This design comes from an exercise in tuning for small area, a short achievable clock period and few clock cycles on the open sky130 flow, not from production work.
Where RTL was checked, it was by simulation tests only, not by an equivalence proof against the original.
The RTL of run 2 was laid out without a check of its function.

## flow/design.v (module list and top-level ports; edited modules follow where they fit)
// module brv32p_muldiv: 1440 lines
module brv32p_muldiv (
  input  logic        clk,
  input  logic        rst_n,
  input  logic        start,
  input  logic        hold,        
  input  logic [2:0]  op,          
  input  logic [31:0] a,           
  input  logic [31:0] b,           
  output logic [31:0] result,
  output logic        busy,
  output logic        valid        
);
  // ...
==> flow/flow/run.sh <==
#!/bin/bash
# Own flow: the standard layout, except that the synthesis maps the logic
# with an area-oriented ABC script (flow/abc_area.script) in place of ORFS's
# speed script. Everything else, registers included, is the standard synthesis:
# the same synth_recipe.tcl and ORFS synth.tcl, with only the abc call's script
# swapped. Timing is then repaired by the standard placement and CTS steps.
set -euo pipefail
W=$(pwd)
FLOWDIR=$(cd "$(dirname "${BASH_SOURCE[0]}")" && pwd)

# ORFS synth.tcl with the abc script replaced
sed "s#log_cmd abc {\*}\$abc_args#log_cmd abc {*}[lreplace \$abc_args 0 1 -script $FLOWDIR/abc_area.script]#" \
  "$FLOW_HOME/scripts/synth.tcl" > "$W/own_synth_body.tcl"
grep -q "abc_area.script" "$W/own_synth_body.tcl"
sed "s#source \$::env(SCRIPTS_DIR)/synth.tcl#source $W/own_synth_body.tcl#" \
  "$W/synth_recipe.tcl" > "$W/own_synth.tcl"
grep -q "own_synth_body.tcl" "$W/own_synth.tcl"

# standard.sh with the synthesis script swapped, for the synthesis step only
sed "s#SYNTH_SCRIPT=[^ ]*#SYNTH_SCRIPT=$W/own_synth.tcl#" "$W/standard.sh" > "$W/own_standard.sh"
grep -q "own_synth.tcl" "$W/own_standard.sh"

bash "$W/own_standard.sh" synth > "$W/synth_make.log" 2>&1
bash "$W/standard.sh" finish > "$W/finish_make.log" 2>&1
test -f "$W/out/final.def"
==> flow/flow/abc_area.script <==
&get -n
&st
&dch
&nf -D 11000
&put
topo
stime -c
==> flow/standard.sh <==
#!/bin/bash
# synth_recipe.tcl (not shown) runs the flow's synth.tcl, then flattens the netlist and writes it again
# the make line also repeats each setting of config.mk as NAME=value (left out here)
make -C /OpenROAD-flow-scripts/flow DESIGN_CONFIG=/design/flow/config.mk WORK_HOME=/design/flow/orfs CLKGATE_MAP_FILE= SYNTH_SCRIPT=/design/flow/synth_recipe.tcl "${@:-finish}"
==> flow/config.mk <==
export PLATFORM = sky130hd
export DESIGN_NAME = brv32p_muldiv
export DESIGN_NICKNAME = brv32p_muldiv
export VERILOG_FILES = /design/flow/design.v
export SDC_FILE = /design/flow/constraint.sdc
export NUM_CORES = 8
export LEC_CHECK = 0
export CAP_MARGIN = 20
export CORE_MARGIN = 2
export CORE_UTILIZATION = 45
export PLACE_DENSITY = 0.6
export SETUP_SLACK_MARGIN = 2
export SLEW_MARGIN = 20
==> flow/constraint.sdc <==
create_clock -name core_clock -period 16.0 [get_ports {clk}]
set_input_delay 3.2000 -clock core_clock [delete_from_list [all_inputs] [get_ports {clk}]]
set_output_delay 3.2000 -clock core_clock [all_outputs]
set_load 0.01 [all_outputs]
==> run_results.csv, run 1 <==
group,metric,value,unit
die,die-area,0.0934,mm^2
final_layout,fillers,8693,
clock_tree,cts.clk_slew.worst_paths,0.08,ns
timing,hold_viol,0,
final_layout,largest_reg_flops,36,
worst_setup_path,crit_path_end,"result[28]",
detailed_routing,dr.pass1.iters,9,
final_layout,final_common_cell,"a22oi_1",
detailed_routing,viasPerCell,6.61,
logic_synthesis,synth_mux_area_share,1.88,%
final_layout,area_growth,13.7,%
placed_design,portBuffers,104,
global_route,grt_max_degree,75,
clock_tree,cts_buffers,9,
worst_setup_path,path_depth,29,
die,start_util,45.4,%
logic_synthesis,synth_cell_types,65,
die,die_h,306,um
placed_design,dp_cells,6258,
logic_synthesis,yosysMostFrequentCell,"a22oi_1",
detailed_routing,wl_met1,70.9,mm
final_layout,design_area,0.0465,mm^2
final_layout,inverters,351,
detailed_routing,drt_iter0_drc,4962,
global_route,grt-busiest-layer,"met2",
timing,slew_headroom,24.9,%
detailed_routing,wl_met2,80.6,mm
detailed_routing,routedWlPerCell,28.5,um
timing,setup_slack,2.03,ns
worst_setup_path,cp_slowest_cell,"fa_1",
detailed_routing,via_count,42000,
outcome,outcome,"no timing/DRC/antenna violations",
logic_synthesis,synth_top_family_by_area,"adder cells",
final_layout,final_cells,6347,
final_layout,ff_latch_area,0.00291,mm^2
clock_tree,post_cts_resized,164,
die,taps,1176,
Testbench counts, summed over its fixed seeds: cycles 17,182.
==> inputs of run 2 (changes only) <==
--- a/flow/design.v
+++ b/flow/design.v
@@ -1281,32 +1281,30 @@
   assign {c1044, s1043} = c920 + s921 + s807;
   assign {c1046, s1045} = c922 + s923 + pp16_27;
   assign {c1048, s1047} = c924 + s925 + 1'b1;
   assign {c1050, s1049} = c926 + s927 + pp16_29;
   assign {c1052, s1051} = c928 + s929 + 1'b1;
   assign {c1054, s1053} = c930 + pp15_33 + pp16_31;
   assign sum_a = {c1052, c1050, c1048, c1046, c1044, c1042, c1040, c1038, c1036, c1034, c1032, c1030, c1028, c1026, c1024, c1022, c1020, c1018, c1016, c1014, c1012, c1010, c1008, c1006, c1004, c1002, c1000, c998, c996, c994, c992, c990, c988, c986, c984, c982, c980, c978, c976, c974, c972, c970, c968, c966, c964, c962, c960, c958, c956, c954, c952, c950, c948, c946, c944, c942, c940, c938, c936, c934, c932, s931, pp0_1, pp0_0};
   assign sum_b = {s1053, s1051, s1049, s1047, s1045, s1043, s1041, s1039, s1037, s1035, s1033, s1031, s1029, s1027, s1025, s1023, s1021, s1019, s1017, s1015, s1013, s1011, s1009, s1007, s1005, s1003, s1001, s999, s997, s995, s993, s991, s989, s987, s985, s983, s981, s979, s977, s975, s973, s971, s969, s967, s965, s963, s961, s959, s957, s955, s953, s951, s949, s947, s945, s943, s941, s939, s937, s935, s933, bneg[1], 1'b0, bneg[0]};
-  assign prod = sum_a + sum_b;
+  logic prod_co;
+  sk_add #(.W(64)) u_prod_add (.a(sum_a), .b(sum_b), .cin(1'b0), .s(prod), .cout(prod_co));
   logic        div_signed;
   logic        a_neg, b_neg, d_cin;
   logic [31:0] abs_a, b_nx, b_mag;
   assign div_signed = ~op[0];                  
   assign a_neg = div_signed & a[31];
   assign b_neg = div_signed & b[31];
   assign d_cin = ~b_neg;
   assign abs_a = a_neg ? (~a + 32'd1) : a;
   assign b_nx  = b_neg ? b : ~b;               
   assign b_mag = ~b_nx;                        
-  logic b_zero, a_lt_b;
-  logic [32:0] cmp;
+  logic b_zero;
   assign b_zero = (b == 32'd0);
-  assign cmp    = {1'b0, abs_a} + {1'b1, b_nx} + {32'd0, d_cin};
-  assign a_lt_b = cmp[32];
   function automatic logic [5:0] bitlen(input logic [31:0] x);
     logic [15:0] z1; logic [15:0] c1;
     logic [7:0]  z2; logic [15:0] c2;
     logic [3:0]  z3; logic [11:0] c3;
     logic [1:0]  z4; logic [7:0]  c4;
     logic        z5; logic [4:0]  c5;
     for (int i = 0; i < 16; i++) begin
       z1[i] = ~(x[2*i+1] | x[2*i]);
@@ -1354,44 +1352,40 @@
   logic        div_active;
   logic [3:0]  div_cnt;                        
   logic        div_rem;
   logic        neg_q, neg_r, cin_r;
   logic [31:0] rem_r, quo_r;
   logic [35:0] dv_r;
   logic is_div_op, div_launch, div_fast;
   assign is_div_op  = op[2];
-  assign div_fast   = b_zero | a_lt_b;
+  assign div_fast   = b_zero | (len_a < len_b);    
   assign div_launch = start && !div_active && is_div_op && !div_fast;
   logic [31:0] rem_n, quo_n, rem_2, quo_2;
   logic [35:0] dv_n;
-  always_comb begin
-    logic [31:0] rm, qv;
-    logic [35:0] dv;
-    logic [36:0] diff;
-    rm = rem_r;
-    dv = dv_r;
-    qv = quo_r;
-    rem_2 = rem_r;
-    quo_2 = quo_r;
-    for (int s = 0; s < 4; s++) begin
-      diff = {4'd0, rm, 1'b1} + {dv, cin_r};
-      if (!diff[36])
-        rm = diff[32:1];
-      qv = {qv[30:0], ~diff[36]};
-      dv = {dv[35], dv[35:1]};
-      if (s == 1) begin
-        rem_2 = rm;
-        quo_2 = qv;
-      end
-    end
-    rem_n = rm;
-    quo_n = qv;
-    dv_n  = dv;
-  end
+  logic [31:0] st_rm [5];
+  logic [31:0] st_qv [5];
+  logic [35:0] st_dv [5];
+  logic [35:0] st_sum [4];
+  logic [3:0]  st_co;
+  assign st_rm[0] = rem_r;
+  assign st_qv[0] = quo_r;
+  assign st_dv[0] = dv_r;
+  for (genvar s = 0; s < 4; s++) begin : g_step
+    pfx_add #(.W(36)) u_add (.a({4'd0, st_rm[s]}), .b(st_dv[s]), .cin(cin_r),
+                             .s(st_sum[s]), .cout(st_co[s]));
+    assign st_rm[s+1] = st_co[s] ? st_sum[s][31:0] : st_rm[s];
+    assign st_qv[s+1] = {st_qv[s][30:0], st_co[s]};
+    assign st_dv[s+1] = {st_dv[s][35], st_dv[s][35:1]};
+  end
+  assign rem_2 = st_rm[2];
+  assign quo_2 = st_qv[2];
+  assign rem_n = st_rm[4];
+  assign quo_n = st_qv[4];
+  assign dv_n  = st_dv[4];
   logic div_last;
   assign div_last = div_active && (div_cnt == 4'd0);
   always_ff @(posedge clk or negedge rst_n) begin
     if (!rst_n) begin
       div_active <= 1'b0;
     end else if (div_launch) begin
       div_active <= 1'b1;
     end else if (div_last && !hold) begin
@@ -1433,8 +1427,80 @@
     else if (is_div_op)
       result = fast_result;
     else
       result = mul_result;
     valid = start & (div_active ? div_last : (!is_div_op || div_fast));
     busy  = start & (div_active ? !div_last : (is_div_op && !div_fast));
   end
 endmodule
+module pfx_add #(parameter int W = 64) (
+  input  logic [W-1:0] a,
+  input  logic [W-1:0] b,
+  input  logic         cin,
+  output logic [W-1:0] s,
+  output logic         cout
+);
+  always_comb begin
+    logic [W:0] g, p, gn, pn;                 
+    g[0] = cin;
+    p[0] = 1'b0;
+    for (int i = 0; i < W; i++) begin
+      g[i+1] = a[i] & b[i];
+      p[i+1] = a[i] ^ b[i];
+    end
+    s = p[W:1];
+    gn = g;
+    pn = p;
+    for (int i = 1; i <= W; i += 2) begin
+      gn[i] = g[i] | (p[i] & g[i-1]);
+      pn[i] = p[i] & p[i-1];
+    end
+    g = gn;
+    p = pn;
+    for (int d = 2; d <= W; d *= 2) begin
+      gn = g;
+      pn = p;
+      for (int i = 1; i <= W; i += 2)
+        if (i - d >= 1) begin
+          gn[i] = g[i] | (p[i] & g[i-d]);
+          pn[i] = p[i] & p[i-d];
+        end
+      g = gn;
+      p = pn;
+    end
+    for (int i = 2; i <= W; i += 2)
+      g[i] = g[i] | (p[i] & g[i-1]);
+    s = s ^ g[W-1:0];
+    cout = g[W];
+  end
+endmodule
+module sk_add #(parameter int W = 64) (
+  input  logic [W-1:0] a,
+  input  logic [W-1:0] b,
+  input  logic         cin,
+  output logic [W-1:0] s,
+  output logic         cout
+);
+  always_comb begin
+    logic [W:0] g, p, gn, pn;                 
+    g[0] = cin;
+    p[0] = 1'b0;
+    for (int i = 0; i < W; i++) begin
+      g[i+1] = a[i] & b[i];
+      p[i+1] = a[i] ^ b[i];
+    end
+    s = p[W:1];
+    for (int d = 1; d <= W; d *= 2) begin
+      gn = g;
+      pn = p;
+      for (int i = 0; i <= W; i++)
+        if ((i / d) % 2 == 1) begin
+          gn[i] = g[i] | (p[i] & g[(i / d) * d - 1]);
+          pn[i] = p[i] & p[(i / d) * d - 1];
+        end
+      g = gn;
+      p = pn;
+    end
+    s = s ^ g[W-1:0];
+    cout = g[W];
+  end
+endmodule
==> flow/flow/run.sh (replaced) <==
#!/bin/bash
# Own flow: the standard layout, except that the synthesis maps the logic
# with an area-oriented ABC script (flow/abc_area.script) in place of ORFS's
# speed script. Everything else, registers included, is the standard synthesis:
# the same synth_recipe.tcl and ORFS synth.tcl, with only the abc call's script
# swapped. Timing is then repaired by the standard placement and CTS steps.
# Port buffers are buf_2 cells instead of ORFS's default pick.
set -euo pipefail
W=$(pwd)
FLOWDIR=$(cd "$(dirname "${BASH_SOURCE[0]}")" && pwd)

# ORFS synth.tcl with the abc script replaced
sed "s#log_cmd abc {\*}\$abc_args#log_cmd abc {*}[lreplace \$abc_args 0 1 -script $FLOWDIR/abc_area.script]#" \
  "$FLOW_HOME/scripts/synth.tcl" > "$W/own_synth_body.tcl"
grep -q "abc_area.script" "$W/own_synth_body.tcl"
sed "s#source \$::env(SCRIPTS_DIR)/synth.tcl#source $W/own_synth_body.tcl#" \
  "$W/synth_recipe.tcl" > "$W/own_synth.tcl"
grep -q "own_synth_body.tcl" "$W/own_synth.tcl"

# standard.sh with the synthesis script swapped, for the synthesis step only
sed "s#SYNTH_SCRIPT=[^ ]*#SYNTH_SCRIPT=$W/own_synth.tcl#" "$W/standard.sh" > "$W/own_standard.sh"
grep -q "own_synth.tcl" "$W/own_standard.sh"
# standard.sh whose port buffers are buf_2 cells (ORFS's default pick is a
# delay cell); every port still gets its buffer
sed "s#CLKGATE_MAP_FILE= #CLKGATE_MAP_FILE= BUFFER_PORTS_ARGS=-buffer_cell\\\\ sky130_fd_sc_hd__buf_2 #" "$W/standard.sh" > "$W/own_finish.sh"
grep -q "BUFFER_PORTS_ARGS" "$W/own_finish.sh"

bash "$W/own_standard.sh" synth > "$W/synth_make.log" 2>&1
bash "$W/own_finish.sh" finish > "$W/finish_make.log" 2>&1
test -f "$W/out/final.def"
==> flow/config.mk (replaced) <==
export PLATFORM = sky130hd
export DESIGN_NAME = brv32p_muldiv
export DESIGN_NICKNAME = brv32p_muldiv
export VERILOG_FILES = /design/flow/design.v
export SDC_FILE = /design/flow/constraint.sdc
export NUM_CORES = 8
export LEC_CHECK = 0
export CAP_MARGIN = 20
export CORE_MARGIN = 2
export CORE_UTILIZATION = 55
export PLACE_DENSITY = 0.7
export SETUP_SLACK_MARGIN = 2
export SLEW_MARGIN = 20
==> run_results.csv, run 2 <==
group,metric,value,unit
outcome,outcome,"no timing/DRC/antenna violations",
clock_tree,postCtsHoldBufs,0,
die,core,0.0703,mm^2
logic_synthesis,synthCells,4405,
timing,worst_pin_slew,1.13,ns
global_route,grt-busiest-layer,"met2",
worst_setup_path,crit_required,12.80,ns
logic_synthesis,ys_warn_count,10,
logic_synthesis,synth_compound_area_share,24.5,%
global_route,grt_max_degree,69,
global_route,met2_usage,64.9,%
die,rows,97,
final_layout,top_regs,"dv_r (36), rem_r (32), quo_r (30)",
logic_synthesis,yosysTopAreaCellShare,27.1,%
worst_setup_path,worst_ep_arrival_time,10.72,ns
clock_tree,clock_path_buffers,2,
final_layout,final_cell_mix,"566 x xnor2_1, 530 x fa_1, 520 x a22oi_1, 404 x clkinv_1, 303 x a21oi_1",
global_route,grt_pass1_wl,244,mm
placed_design,dp_hpwl,120,mm
die,die-area,0.0733,mm^2
final_layout,final_common_cell,"xnor2_1",
worst_setup_path,setup.worst_path.end_class,"output pin",
detailed_routing,dr.pass1.iters,6,
logic_synthesis,synth_edf_count,76,
clock_tree,cts.clk_slew.worst_paths,0.08,ns
timing,setup_viol,0,
global_route,grt_pass1_vias,39000,
worst_setup_path,cp_common_cell,"fa_1",
logic_synthesis,yosysMostFrequentCell,"xnor2_1",
timing,max_freq,71.8,MHz
clock_tree,cts_buffers,9,
placed_design,place_congestion,1.04,
worst_setup_path,crit_path_start_kind,"input pin",
global_route,antenna_found_initial,6,
logic_synthesis,synthTopCellsByCount,"568 x xnor2_1, 530 x fa_1, 521 x a22oi_1",
logic_synthesis,yosysSeqAreaShare,7.43,%
clock_tree,clock_sinks,107,
final_layout,final_cells,5636,
final_layout,area_growth,9.88,%
worst_setup_path,cp_slowest_cell,"fa_1",
logic_synthesis,synth_area_leaders,"fa_1 27%, xnor2_1 13%, a22oi_1 10%",
detailed_routing,drt-total-wl,163,mm
worst_setup_path,critPathMaxStageDelay,0.58,ns
logic_synthesis,ys_ff_latch,107,
clock_tree,cts_tree,"yes",
logic_synthesis,synth-xor-area-share,17.7,%
logic_synthesis,syn-num-nets,5286,
detailed_routing,ant_nets,0,
logic_synthesis,synthSimpleGateAreaFrac,9.49,%
die,ios,105,
timing,finalMaxSlewViolations,0,
timing,final.setup.tns,0,ns
logic_synthesis,synthAdderAreaFrac,36.0,%
clock_tree,worstSkewPairLatency,0.39,ns
global_route,grtUsageMet1,56.6,%
final_layout,regMostFlops,"dv_r",
timing,skew,0.0153,ns
clock_tree,cts-root-buf,"clkbuf_16",
logic_synthesis,synth_mux_area_share,0.930,%
job,cap_violations,0,
final_layout,largest_reg_flops,36,
min_path,hp-class,"reg -> reg",
logic_synthesis,yosys.area.top_type,"fa_1",
placed_design,portBuffers,104,
timing,hold_viol,0,
logic_synthesis,synthesis.area,0.0392,mm^2
global_route,grt-ovfl-total,0,
worst_setup_path,crit_fanout,13,
final_layout,layout-drive-gt1-share,8.03,%
detailed_routing,drc,0,
die,start_util,55.7,%
detailed_routing,drt_iter0_drc,5122,
global_route,grt_use_met3,12.4,%
placed_design,dp_cells,5596,
logic_synthesis,synth_top_family_by_area,"adder cells",
timing,slew_headroom,24.8,%
die,fp.dieW,271,um
worst_setup_path,worstSetupPathType,"in -> out",
clock_tree,cts_max_level,3,
detailed_routing,routedWlPerCell,28.9,um
logic_synthesis,synth_ff_type,"edfxtp_1",
logic_synthesis,synth_cell_types,66,
timing,rsz0062_at_grt,"true",
detailed_routing,via_count,39300,
timing,post-route-period-util,87.0,%
logic_synthesis,syn_area_per_cell,8.89,um^2
final_layout,layout.nets,5568,
logic_synthesis,async_flop_share,0.935,%
die,die_h,271,um
timing,period_minus_slack,13.92,ns
global_route,grt_usage,43.7,%
detailed_routing,viasPerCell,6.97,
==> run 2: cell types whose count changed in the layout (fill, tap and decap cells not counted), moves of 32 or more <==
cell	before	now
fa_1	461	530
xor2_1	436	218
mux2_1	48	11
o22ai_1	24	58
clkinv_1	348	404
nand2_1	385	270
nor2_1	266	234
a21oi_1	422	303
buf_2	37	102
o21ai_0	278	200
xnor2_1	381	566
==> run 2: final timing paths <==
check | startpoint | to | slack (ns) | depth (start not counted)
max reg2reg | dv_r[4]$_DFFE_PP_ | rem_r[16]$_DFFE_PP_ | 3.15 | 45
min reg2reg | quo_r[29]$_SDFFE_PP0P_ | quo_r[29]$_SDFFE_PP0P_ | 0.49 | 1
max in group asynchronous | rst_n | div_active$_DFFE_PN0P_ | 13.30 | 1
min | quo_r[29]$_SDFFE_PP0P_ | quo_r[29]$_SDFFE_PP0P_ | 0.49 | 1
min in group asynchronous | rst_n | div_active$_DFFE_PN0P_ | 2.58 | 1
max | b[17] | result[24] | 2.08 | 29
==> run 2: cells by family (layout without fill, tap and decap cells) <==
group | Yosys count | after routing
xor gates and xnor gates | 791 | 791
AOI/OAI and AO/OA | 1444 | 1444
and+or+nand+nor | 807 | 807
DFF | 107 | 107
buffers and inverters | 410 | 697
other | 1 | 5
muxes | 35 | 35
adders and majority gates | 810 | 810
==> run 2: routing by layer <==
layer	wire, um	share of wire, %
met1	60700	37
met2	68600	42
met3	22000	14
met4	11200	6.9
met5	55	0.034
==> run 2: final cells by class <==
type | count | area (um^2)
diodes | 4 | 10.0
flip-flops and latches | 107 | 2910
clock buffers | 10 | 229
fillers | 6288 | 27300
clock inverters | 6 | 73.8
inverters | 410 | 1550
well taps | 940 | 1180
multi-input cells | 3888 | 35200
repair buffers | 271 | 1860
==> run 2: per-stage QoR <==
stage               hold slack, ns  instance area [um^2]  setup WS (ns)  util, %
finish                       0.488                 43000           2.08     61.2
global route                 0.501                 43000           1.93     61.2
CTS                          0.485                 42600           2.01     60.7
detailed placement           0.463                 42100           1.35     60.0
global placement             0.460                 42100           1.36     60.0
floorplan                    0.442                 39200           2.01        -
==> run 2: critical path, delay by kind of cell <==
family / cells / cell delay [ns]
AOI/OAI and AO/OA: 8 / 1.65
xor gates and xnor gates: 2 / 0.44
adders and majority gates: 8 / 3.20
buffers and inverters: 8 / 1.20
and+or+nand+nor: 3 / 0.99
==> run 2: timing repair <==
item,CTS,global route
buffers inserted,10,10
gates resized for setup,25,67
pin swaps,0,5
setup endpoints to repair,21,56

## static timing again, ports no longer ideal
How much do the figures lean on ideal ports? The routed layouts below were timed once more, with nothing changed but the port constraints.
Step 1: set_driving_cell puts a clkbuf_16 on clk and a buf_2 on each other input, an assumption about the parent block.
Step 2 times the ports against the registers' clock, not the clock port: input delays grow and output delays shrink by t, the midpoint of the rising clock arrivals with the driver on.
a / b / c = no drivers / after step 1 / after step 2; a / b = the first two.
| run | t (ns) | setup slack, ns | cell pins on the clock port's net |
|---|---|---|---|
| run 1 | 0.442 | 2.034 / 2.017 / 2.017 | 1 |
| run 2 | 0.430 | 2.076 / 1.991 / 1.991 | 1 |
After both steps every run listed still meets setup and hold. The setup slack of run 2, which loses most, moves by -0.085 ns with the drivers and by -0.085 ns with both steps.
